From an optimization exercise on the open Yosys and OpenROAD flow, aimed at small area; shortcuts taken in it are not production practice. At most, simulation tests tie the RTL to the original design; equivalence was not proved. No activity file was given, so power comes from the tool's default toggle rates.

==> inputs of branch harbor <==
==> flow/design.v <==
`timescale 10 ns / 1 ns
module alu(
	input  [31:0] A,
	input  [31:0] B,
	input         sub,
	input         sgn,
	input         sl,
	input         st,
	input  [ 3:0] lop,
	output [31:0] Sum,
	output [31:0] Result
);
	assign Sum = A + (sub ? ~B : B) + {31'd0, sub};
	wire lt = (A[31] ^ B[31]) ? (sgn ? A[31] : B[31]) : Sum[31];
	reg [31:0] logic_r;
	integer i;
	always @(*)
		for (i = 0; i < 32; i = i + 1)
			logic_r[i] = lop[{A[i], B[i]}];
	assign Result = sl ? logic_r : st ? {31'd0, lt} : Sum;
endmodule
`timescale 10 ns / 1 ns
module shifter (
	input  [31:0] A,
	input  [ 4:0] R,
	output [31:0] Rot
);
	wire [31:0] s0 = R[0] ? {A[0],     A[31:1]}  : A;
	wire [31:0] s1 = R[1] ? {s0[1:0],  s0[31:2]} : s0;
	wire [31:0] s2 = R[2] ? {s1[3:0],  s1[31:4]} : s1;
	wire [31:0] s3 = R[3] ? {s2[7:0],  s2[31:8]} : s2;
	assign Rot     = R[4] ? {s3[15:0], s3[31:16]} : s3;
endmodule
`timescale 10 ns / 1 ns
module rf_hold(input q, input w, input we, input hold, output d);
	assign d = (q & hold) | (w & we);
endmodule
module rf_aoi222(input a0, input b0, input a1, input b1, input a2, input b2, output y);
	assign y = ~((a0 & b0) | (a1 & b1) | (a2 & b2));
endmodule
module rf_nand2(input a, input b, output y);
	assign y = ~(a & b);
endmodule
module rf_nand3(input a, input b, input c, output y);
	assign y = ~(a & b & c);
endmodule
module rf_nand4(input a, input b, input c, input d, output y);
	assign y = ~(a & b & c & d);
endmodule
module rf_or3(input a, input b, input c, output y);
	assign y = a | b | c;
endmodule
module reg_dec(
	input  [4:0]  a,
	output [30:0] y
);
	genvar r;
	generate
		for (r = 1; r < 32; r = r + 1) begin : g
			assign y[r-1] = a == r;
		end
	endgenerate
endmodule
module reg_wdec(
	input  [4:0]  waddr,
	input         wen,
	output [30:0] we,
	output [30:0] hold
);
	genvar r;
	generate
		for (r = 1; r < 32; r = r + 1) begin : g
			assign we[r-1]   = wen & (waddr == r);
			assign hold[r-1] = ~(wen & (waddr == r));
		end
	endgenerate
endmodule
module reg_rbit(
	input  [30:0] sel,
	input  [30:0] q,
	output        y
);
	wire [10:0] n;
	genvar k;
	generate
		for (k = 0; k < 10; k = k + 1) begin : g
			rf_aoi222 u(.a0(sel[3*k]), .b0(q[3*k]), .a1(sel[3*k+1]), .b1(q[3*k+1]),
			            .a2(sel[3*k+2]), .b2(q[3*k+2]), .y(n[k]));
		end
	endgenerate
	rf_nand2 u_n(.a(sel[30]), .b(q[30]), .y(n[10]));
	wire x0, x1, x2;
	rf_nand4 u_x0(.a(n[0]), .b(n[1]), .c(n[2]), .d(n[3]), .y(x0));
	rf_nand4 u_x1(.a(n[4]), .b(n[5]), .c(n[6]), .d(n[7]), .y(x1));
	rf_nand3 u_x2(.a(n[8]), .b(n[9]), .c(n[10]), .y(x2));
	rf_or3 u_y(.a(x0), .b(x1), .c(x2), .y(y));
endmodule
module reg_file(
	input  [4:0]   waddr,
	input  [4:0]   raddr1,
	input  [4:0]   raddr2,
	input          wen,
	input  [31:0]  wdata,
	input  [991:0] q,
	output [991:0] d,
	output [31:0]  rdata1,
	output [31:0]  rdata2
);
	wire [30:0] we, hold, s1, s2;
	reg_wdec u_wdec(.waddr(waddr), .wen(wen), .we(we), .hold(hold));
	reg_dec u_dec1(.a(raddr1), .y(s1));
	reg_dec u_dec2(.a(raddr2), .y(s2));
	genvar r, b;
	generate
		for (r = 0; r < 31; r = r + 1) begin : g_row
			for (b = 0; b < 32; b = b + 1) begin : g_b
				rf_hold u(.q(q[32*r + b]), .w(wdata[b]), .we(we[r]), .hold(hold[r]), .d(d[32*r + b]));
			end
		end
		for (b = 0; b < 32; b = b + 1) begin : g_bit
			wire [30:0] col;
			for (r = 0; r < 31; r = r + 1) begin : g_c
				assign col[r] = q[32*r + b];
			end
			reg_rbit u_r1(.sel(s1), .q(col), .y(rdata1[b]));
			reg_rbit u_r2(.sel(s2), .q(col), .y(rdata2[b]));
		end
	endgenerate
endmodule
`timescale 10ns / 1ns
module simple_cpu(
	input             clk,
	input             rst,
	output reg [31:0] PC,
	input  [31:0]     Instruction,
	output [31:0]     Address,
	output            MemWrite,
	output [31:0]     Write_data,
	output [ 3:0]     Write_strb,
	input  [31:0]     Read_data,
	output            MemRead
);
	wire [5:0] op = Instruction[31:26];
	wire [5:0] fn = Instruction[5:0];
	wire [4:0] rs = Instruction[25:21];
	wire [4:0] rt = Instruction[20:16];
	wire [4:0] rd = Instruction[15:11];
	wire [4:0] sa = Instruction[10:6];
	wire [15:0] imm = Instruction[15:0];
	wire Rtype  = op == 6'b000000;
	wire REGIMM = op == 6'b000001;
	wire Jtype  = op[5:1] == 5'b00001;
	wire Branch = op[5:2] == 4'b0001;
	wire Icalc  = op[5:3] == 3'b001;
	wire Load   = op[5] & ~op[3];
	wire Store  = op[5] & op[3];
	wire jal    = Jtype & op[0];
	wire r_jr   = Rtype & fn[3] & ~fn[1];           
	wire jalr   = r_jr & fn[0];
	wire r_mov  = fn[3] & fn[1] & ~fn[5];           
	wire r_sh   = Rtype & ~fn[5] & ~fn[3];          
	wire link   = jal | jalr;
	assign MemRead  = Load;
	assign MemWrite = Store;
	wire [31:0] rdata1, rdata2, wdata;
	wire rt_zero = rdata2 == 32'd0;
	wire wen_r = ~(fn[3] & ~fn[5] & (fn[1] ? ~(rt_zero ^ fn[0]) : ~fn[0]));
	wire wen = (Rtype & wen_r) | jal | Icalc | Load;
	wire [4:0] waddr = jal ? 5'd31 : Rtype ? rd : rt;
	reg [991:0] rf_q;
	wire [991:0] rf_d;
	always @(posedge clk) rf_q <= rf_d;
	reg_file u_rf(
		.q(rf_q), .d(rf_d), .waddr(waddr), .raddr1(rs), .raddr2(rt),
		.wen(wen), .wdata(wdata), .rdata1(rdata1), .rdata2(rdata2)
	);
	wire use_rt = ~op[5] & ~op[3];
	wire sext   = op[5] | ~op[2];
	wire lui    = op[1] & op[0];
	wire [15:0] b_hi = sext ? {16{imm[15]}} : lui ? imm : 16'd0;
	wire [15:0] b_lo = (~sext & lui) ? 16'd0 : imm;
	wire [31:0] alu_b = use_rt ? rdata2 : {b_hi, b_lo};
	wire sub = Rtype ? fn[1] : (~op[5] & (~op[3] | op[1]));
	wire sgn = ~(Rtype ? fn[0] : op[0]);
	wire sl  = Rtype ? (fn[2] | ~fn[5]) : op[2];
	wire st  = Rtype ? fn[3] : op[1];
	wire [1:0] lsel = Rtype ? fn[1:0] : op[1:0];
	reg  [3:0] lop;
	always @(*) begin
		case (lsel)
			2'b00: lop = 4'b1000;                   
			2'b01: lop = 4'b1110;                   
			2'b10: lop = 4'b0110;                   
			default: lop = Rtype ? 4'b0001 : 4'b1110;  
		endcase
		if (Rtype & ~fn[5])
			lop = 4'b1100;                          
	end
	wire [31:0] sum, alu_res;
	alu u_alu(
		.A(rdata1), .B(alu_b), .sub(sub), .sgn(sgn), .sl(sl), .st(st),
		.lop(lop), .Sum(sum), .Result(alu_res)
	);
	wire [1:0] e = sum[1:0];
	assign Address = {sum[31:2], 2'b00};
	wire [4:0] s_amt = fn[2] ? rdata1[4:0] : sa;
	reg  [1:0] m_amt;
	always @(*) begin
		case (op[1:0])
			2'b00: m_amt = op[3] ? -e : e;                               
			2'b01: m_amt = op[3] ? -e : {e[1], 1'b0};                    
			2'b10: m_amt = op[3] ? (op[2] ? -e : ~e) : (op[2] ? e : e + 2'd1);  
			default: m_amt = 2'b00;                                      
		endcase
	end
	wire [4:0] rot_amt = Rtype ? (fn[1] ? s_amt : -s_amt) : {m_amt, 3'b000};
	wire [31:0] sh_in = Load ? Read_data : rdata2;
	wire [31:0] rot;
	shifter u_sh(.A(sh_in), .R(rot_amt), .Rot(rot));
	assign Write_data = rot;
	reg [31:0] keep, take_rt;
	reg fill;
	integer i;
	always @(*) begin
		if (Rtype) begin
			for (i = 0; i < 32; i = i + 1)
				keep[i] = fn[1] ? ({1'b0, s_amt} <= 6'd31 - i) : ({1'b0, s_amt} <= i);
			take_rt = 32'd0;
			fill = fn[1] & fn[0] & rdata2[31];
		end else begin
			for (i = 0; i < 4; i = i + 1) begin
				case (op[1:0])
					2'b00: keep[8*i +: 8] = {8{i == 0}};
					2'b01: keep[8*i +: 8] = {8{i <= 1}};
					2'b10: keep[8*i +: 8] = {8{op[2] ? (i <= 3 - e) : (i >= 3 - e)}};
					default: keep[8*i +: 8] = 8'hff;
				endcase
				take_rt[8*i +: 8] = {8{op[1] & ~op[0]}};
			end
			fill = ~op[2] & (op[0] ? rot[15] : rot[7]);
		end
	end
	wire [31:0] sh_res;
	genvar g;
	generate
		for (g = 0; g < 32; g = g + 1) begin : g_sel
			assign sh_res[g] = keep[g] ? rot[g] : take_rt[g] ? rdata2[g] : fill;
		end
	endgenerate
	wire [31:0] pc4 = {PC[31:2] + 30'd1, PC[1:0]};
	wire [15:0] boff = link ? 16'd1 : imm;
	wire [31:0] bt = {pc4[31:2] + {{14{boff[15]}}, boff}, PC[1:0]};
	wire zero = sum == 32'd0;
	wire taken = (Branch & (op[0] ^ (zero | (op[1] & rdata1[31])))) |
	             (REGIMM & (rt[0] ^ rdata1[31]));
	assign wdata = link ? bt : (r_sh | Load) ? sh_res : alu_res;
	always @(posedge clk) begin
		if (rst)
			PC <= 32'd0;
		else if (r_jr)
			PC <= rdata1;
		else if (taken)
			PC <= bt;
		else if (Jtype)
			PC <= {pc4[31:28], Instruction[25:0], 2'b00};
		else
			PC <= pc4;
	end
	assign Write_strb =
		{4{op[1:0] == 2'b00}} & (4'd1 << e) |
		{4{op[1:0] == 2'b01}} & (4'd3 << e) |
		{4{op[1:0] == 2'b11}} & 4'd15 |
		{4{op[1:0] == 2'b10}} & (op[2] ? (4'd15 << e) : ~(4'd14 << e));
endmodule
==> flow/run.sh <==
#!/bin/bash
# synth_recipe.tcl (not shown) runs the flow's synth.tcl, then flattens the netlist and writes it again
# the make line also repeats each setting of config.mk as NAME=value (left out here)
make -C /OpenROAD-flow-scripts/flow DESIGN_CONFIG=/design/flow/config.mk WORK_HOME=/design/flow/orfs CLKGATE_MAP_FILE= SYNTH_SCRIPT=/design/flow/synth_recipe.tcl finish
==> flow/config.mk <==
export PLATFORM = sky130hd
export DESIGN_NAME = simple_cpu
export DESIGN_NICKNAME = simple_cpu
export VERILOG_FILES = /design/flow/design.v
export SDC_FILE = /design/flow/constraint.sdc
export NUM_CORES = 4
export LEC_CHECK = 0
export CAP_MARGIN = 20
export CORE_MARGIN = 2
export CORE_UTILIZATION = 55
export CTS_BUF_LIST = sky130_fd_sc_hd__clkbuf_4 sky130_fd_sc_hd__clkbuf_8
export PLACE_DENSITY = 0.7
export SLEW_MARGIN = 20
export SYNTH_HIERARCHICAL = 1
==> flow/constraint.sdc <==
create_clock -name core_clock -period 11.0 [get_ports {clk}]
set_input_delay 2.2000 -clock core_clock [delete_from_list [all_inputs] [get_ports {clk}]]
set_output_delay 2.2000 -clock core_clock [all_outputs]
set_load 0.01 [all_outputs]
==> branch raven: changes against branch harbor <==
==> flow/design.v, changed modules only <==
module reg_file(
	input         clk,
	input  [4:0]  waddr,
	input  [4:0]  raddr1,
	input  [4:0]  raddr2,
	input         wen,
	input  [31:0] wdata,
	output [31:0] rdata1,
	output [31:0] rdata2
);
	reg [31:0] rf [31:1];
	genvar r;
	generate
		for (r = 1; r < 32; r = r + 1) begin : g_row
			always @(posedge clk)
				if (wen && waddr == r)
					rf[r] <= wdata;
		end
	endgenerate
	reg [31:0] d1, d2;
	integer k;
	always @(*) begin
		d1 = 32'd0;
		d2 = 32'd0;
		for (k = 1; k < 32; k = k + 1) begin
			d1 = d1 | ({32{raddr1 == k}} & rf[k]);
			d2 = d2 | ({32{raddr2 == k}} & rf[k]);
		end
	end
	assign rdata1 = d1;
	assign rdata2 = d2;
endmodule
module simple_cpu(
	input             clk,
	input             rst,
	output reg [31:0] PC,
	input  [31:0]     Instruction,
	output [31:0]     Address,
	output            MemWrite,
	output [31:0]     Write_data,
	output [ 3:0]     Write_strb,
	input  [31:0]     Read_data,
	output            MemRead
);
	wire [5:0] op = Instruction[31:26];
	wire [5:0] fn = Instruction[5:0];
	wire [4:0] rs = Instruction[25:21];
	wire [4:0] rt = Instruction[20:16];
	wire [4:0] rd = Instruction[15:11];
	wire [4:0] sa = Instruction[10:6];
	wire [15:0] imm = Instruction[15:0];
	wire Rtype  = op == 6'b000000;
	wire REGIMM = op == 6'b000001;
	wire Jtype  = op[5:1] == 5'b00001;
	wire Branch = op[5:2] == 4'b0001;
	wire Icalc  = op[5:3] == 3'b001;
	wire Load   = op[5] & ~op[3];
	wire Store  = op[5] & op[3];
	wire jal    = Jtype & op[0];
	wire r_jr   = Rtype & fn[3] & ~fn[1];           
	wire jalr   = r_jr & fn[0];
	wire r_mov  = fn[3] & fn[1] & ~fn[5];           
	wire r_sh   = Rtype & ~fn[5] & ~fn[3];          
	wire link   = jal | jalr;
	assign MemRead  = Load;
	assign MemWrite = Store;
	wire [31:0] rdata1, rdata2, wdata;
	wire rt_zero = rdata2 == 32'd0;
	wire wen_r = ~(fn[3] & ~fn[5] & (fn[1] ? ~(rt_zero ^ fn[0]) : ~fn[0]));
	wire wen = (Rtype & wen_r) | jal | Icalc | Load;
	wire [4:0] waddr = jal ? 5'd31 : Rtype ? rd : rt;
	reg_file u_rf(
		.clk(clk), .waddr(waddr), .raddr1(rs), .raddr2(rt),
		.wen(wen), .wdata(wdata), .rdata1(rdata1), .rdata2(rdata2)
	);
	wire use_rt = ~op[5] & ~op[3];
	wire sext   = op[5] | ~op[2];
	wire lui    = op[1] & op[0];
	wire [15:0] b_hi = sext ? {16{imm[15]}} : lui ? imm : 16'd0;
	wire [15:0] b_lo = (~sext & lui) ? 16'd0 : imm;
	wire [31:0] alu_b = use_rt ? rdata2 : {b_hi, b_lo};
	wire sub = Rtype ? fn[1] : (~op[5] & (~op[3] | op[1]));
	wire sgn = ~(Rtype ? fn[0] : op[0]);
	wire sl  = Rtype ? (fn[2] | ~fn[5]) : op[2];
	wire st  = Rtype ? fn[3] : op[1];
	wire [1:0] lsel = Rtype ? fn[1:0] : op[1:0];
	reg  [3:0] lop;
	always @(*) begin
		case (lsel)
			2'b00: lop = 4'b1000;                   
			2'b01: lop = 4'b1110;                   
			2'b10: lop = 4'b0110;                   
			default: lop = Rtype ? 4'b0001 : 4'b1110;  
		endcase
		if (Rtype & ~fn[5])
			lop = 4'b1100;                          
	end
	wire [31:0] sum, alu_res;
	alu u_alu(
		.A(rdata1), .B(alu_b), .sub(sub), .sgn(sgn), .sl(sl), .st(st),
		.lop(lop), .Sum(sum), .Result(alu_res)
	);
	wire [1:0] e = sum[1:0];
	assign Address = {sum[31:2], 2'b00};
	wire [4:0] s_amt = fn[2] ? rdata1[4:0] : sa;
	reg  [1:0] m_amt;
	always @(*) begin
		case (op[1:0])
			2'b00: m_amt = op[3] ? -e : e;                               
			2'b01: m_amt = op[3] ? -e : {e[1], 1'b0};                    
			2'b10: m_amt = op[3] ? (op[2] ? -e : ~e) : (op[2] ? e : e + 2'd1);  
			default: m_amt = 2'b00;                                      
		endcase
	end
	wire [4:0] rot_amt = Rtype ? (fn[1] ? s_amt : -s_amt) : {m_amt, 3'b000};
	wire [31:0] sh_in = Load ? Read_data : rdata2;
	wire [31:0] rot;
	shifter u_sh(.A(sh_in), .R(rot_amt), .Rot(rot));
	assign Write_data = rot;
	reg [31:0] keep, take_rt;
	reg fill;
	integer i;
	always @(*) begin
		if (Rtype) begin
			for (i = 0; i < 32; i = i + 1)
				keep[i] = fn[1] ? ({1'b0, s_amt} <= 6'd31 - i) : ({1'b0, s_amt} <= i);
			take_rt = 32'd0;
			fill = fn[1] & fn[0] & rdata2[31];
		end else begin
			for (i = 0; i < 4; i = i + 1) begin
				case (op[1:0])
					2'b00: keep[8*i +: 8] = {8{i == 0}};
					2'b01: keep[8*i +: 8] = {8{i <= 1}};
					2'b10: keep[8*i +: 8] = {8{op[2] ? (i <= 3 - e) : (i >= 3 - e)}};
					default: keep[8*i +: 8] = 8'hff;
				endcase
				take_rt[8*i +: 8] = {8{op[1] & ~op[0]}};
			end
			fill = ~op[2] & (op[0] ? rot[15] : rot[7]);
		end
	end
	wire [31:0] sh_res;
	genvar g;
	generate
		for (g = 0; g < 32; g = g + 1) begin : g_sel
			assign sh_res[g] = keep[g] ? rot[g] : take_rt[g] ? rdata2[g] : fill;
		end
	endgenerate
	wire [31:0] pc4 = {PC[31:2] + 30'd1, PC[1:0]};
	wire [15:0] boff = link ? 16'd1 : imm;
	wire [31:0] bt = {pc4[31:2] + {{14{boff[15]}}, boff}, PC[1:0]};
	wire zero = sum == 32'd0;
	wire taken = (Branch & (op[0] ^ (zero | (op[1] & rdata1[31])))) |
	             (REGIMM & (rt[0] ^ rdata1[31]));
	assign wdata = link ? bt : (r_sh | Load) ? sh_res : alu_res;
	always @(posedge clk) begin
		if (rst)
			PC <= 32'd0;
		else if (r_jr)
			PC <= rdata1;
		else if (taken)
			PC <= bt;
		else if (Jtype)
			PC <= {pc4[31:28], Instruction[25:0], 2'b00};
		else
			PC <= pc4;
	end
	assign Write_strb =
		{4{op[1:0] == 2'b00}} & (4'd1 << e) |
		{4{op[1:0] == 2'b01}} & (4'd3 << e) |
		{4{op[1:0] == 2'b11}} & 4'd15 |
		{4{op[1:0] == 2'b10}} & (op[2] ? (4'd15 << e) : ~(4'd14 << e));
endmodule
// module rf_hold removed
// module rf_aoi222 removed
// module rf_nand2 removed
// module rf_nand3 removed
// module rf_nand4 removed
// module rf_or3 removed
// module reg_dec removed
// module reg_wdec removed
// module reg_rbit removed
CORE_UTILIZATION = 40   (was 55)
CTS_BUF_LIST = unset   (was sky130_fd_sc_hd__clkbuf_4 sky130_fd_sc_hd__clkbuf_8)
PLACE_DENSITY = 0.6   (was 0.7)
SYNTH_HIERARCHICAL = unset   (was 1)
==> qor summary <==
Initial Utilization: branch raven 40.4%; branch harbor 55.4%
Number of rows in the core area: branch raven 134; branch harbor 111
Most common cell in the netlist: branch raven sky130_fd_sc_hd__edfxtp_1; branch harbor sky130_fd_sc_hd__a22o_1
Total number of yosys warnings: branch raven 4; branch harbor 8
Fillers: branch raven 11800; branch harbor 7406
Portion of total power attributed to combinational logic: branch raven 26.5%; branch harbor 28.1%
Logic depth of the worst setup path including buffers: branch raven 28; branch harbor 18
Mean instance size in the synthesized netlist: branch raven 11.5 um^2; branch harbor 10.5 um^2
Post-route setup TNS: branch raven 0 ps; branch harbor -273 ps
Post-synth cell types: branch raven 89; branch harbor 101
Data-path buffer share of cell area in the final layout: branch raven 10.2%; branch harbor 7.05%
Power in the clock group: branch raven 3.98 mW; branch harbor 3.61 mW
Worst hold slack: branch raven 511 ps; branch harbor 508 ps
Switching share of total power: branch raven 31.6%; branch harbor 34.4%
Final clock period utilization by the worst path: branch raven 96.4%; branch harbor 101%
Layout Cell Area excl Fill: branch raven 66400 um^2; branch harbor 60300 um^2
Run status: branch raven no timing/DRC/antenna violations; branch harbor finished with violations
Reasons for failing layout checks: branch raven -; branch harbor setup timing
Destination of the worst register-to-register timing path: branch raven PC[18]; branch harbor rf_q[370]
Worst setup margin: branch raven 400 ps; branch harbor -84.1 ps
Clock root cell: branch raven sky130_fd_sc_hd__clkbuf_16; branch harbor sky130_fd_sc_hd__clkbuf_8
Net Sw Power: branch raven 3.71 mW; branch harbor 4.07 mW
Fin util: branch raven 49.7%; branch harbor 65.9%
Sequential element share of the synthesized area: branch raven 56.4%; branch harbor 40.5%
Most frequently used flop master after synthesis: branch raven sky130_fd_sc_hd__edfxtp_1; branch harbor sky130_fd_sc_hd__dfxtp_1
Storage cell area: branch raven 30400 um^2; branch harbor 20500 um^2
Most area-hungry cell class in the final design: branch raven sequential cells; branch harbor multi-input combinational cells
For branch harbor, only the layout was checked, not whether the RTL still works.

re-timing with driven ports:
In the flow no input, the clock included, has a driving cell. The finished layouts below were timed again as built, in two steps. Step 1 (the two cells are an assumption about what drives the block):
set clk [get_ports {clk}]
set_driving_cell -lib_cell sky130_fd_sc_hd__clkbuf_16 $clk
set_driving_cell -lib_cell sky130_fd_sc_hd__buf_2 [delete_from_list [all_inputs] $clk]
Step 2 times the ports against the registers' clock, not the clock port: input delays grow and output delays shrink by t, the midpoint of the rising clock arrivals with the driver on. Slacks: ideal / step 1 / step 2; pairs: ideal / step 1.
run | shift t [ns] | slack for setup (ns) | slew at the worst register clock pin (ns)
branch harbor | 0.901 | -0.084 / -0.136 / -0.136 | 0.08 / 0.08
branch raven | 0.821 | 0.400 / 0.372 / 0.106 | 0.07 / 0.07
For branch raven, which loses most, drivers alone change the setup slack by -0.028 ns; drivers and shift together by -0.294 ns.
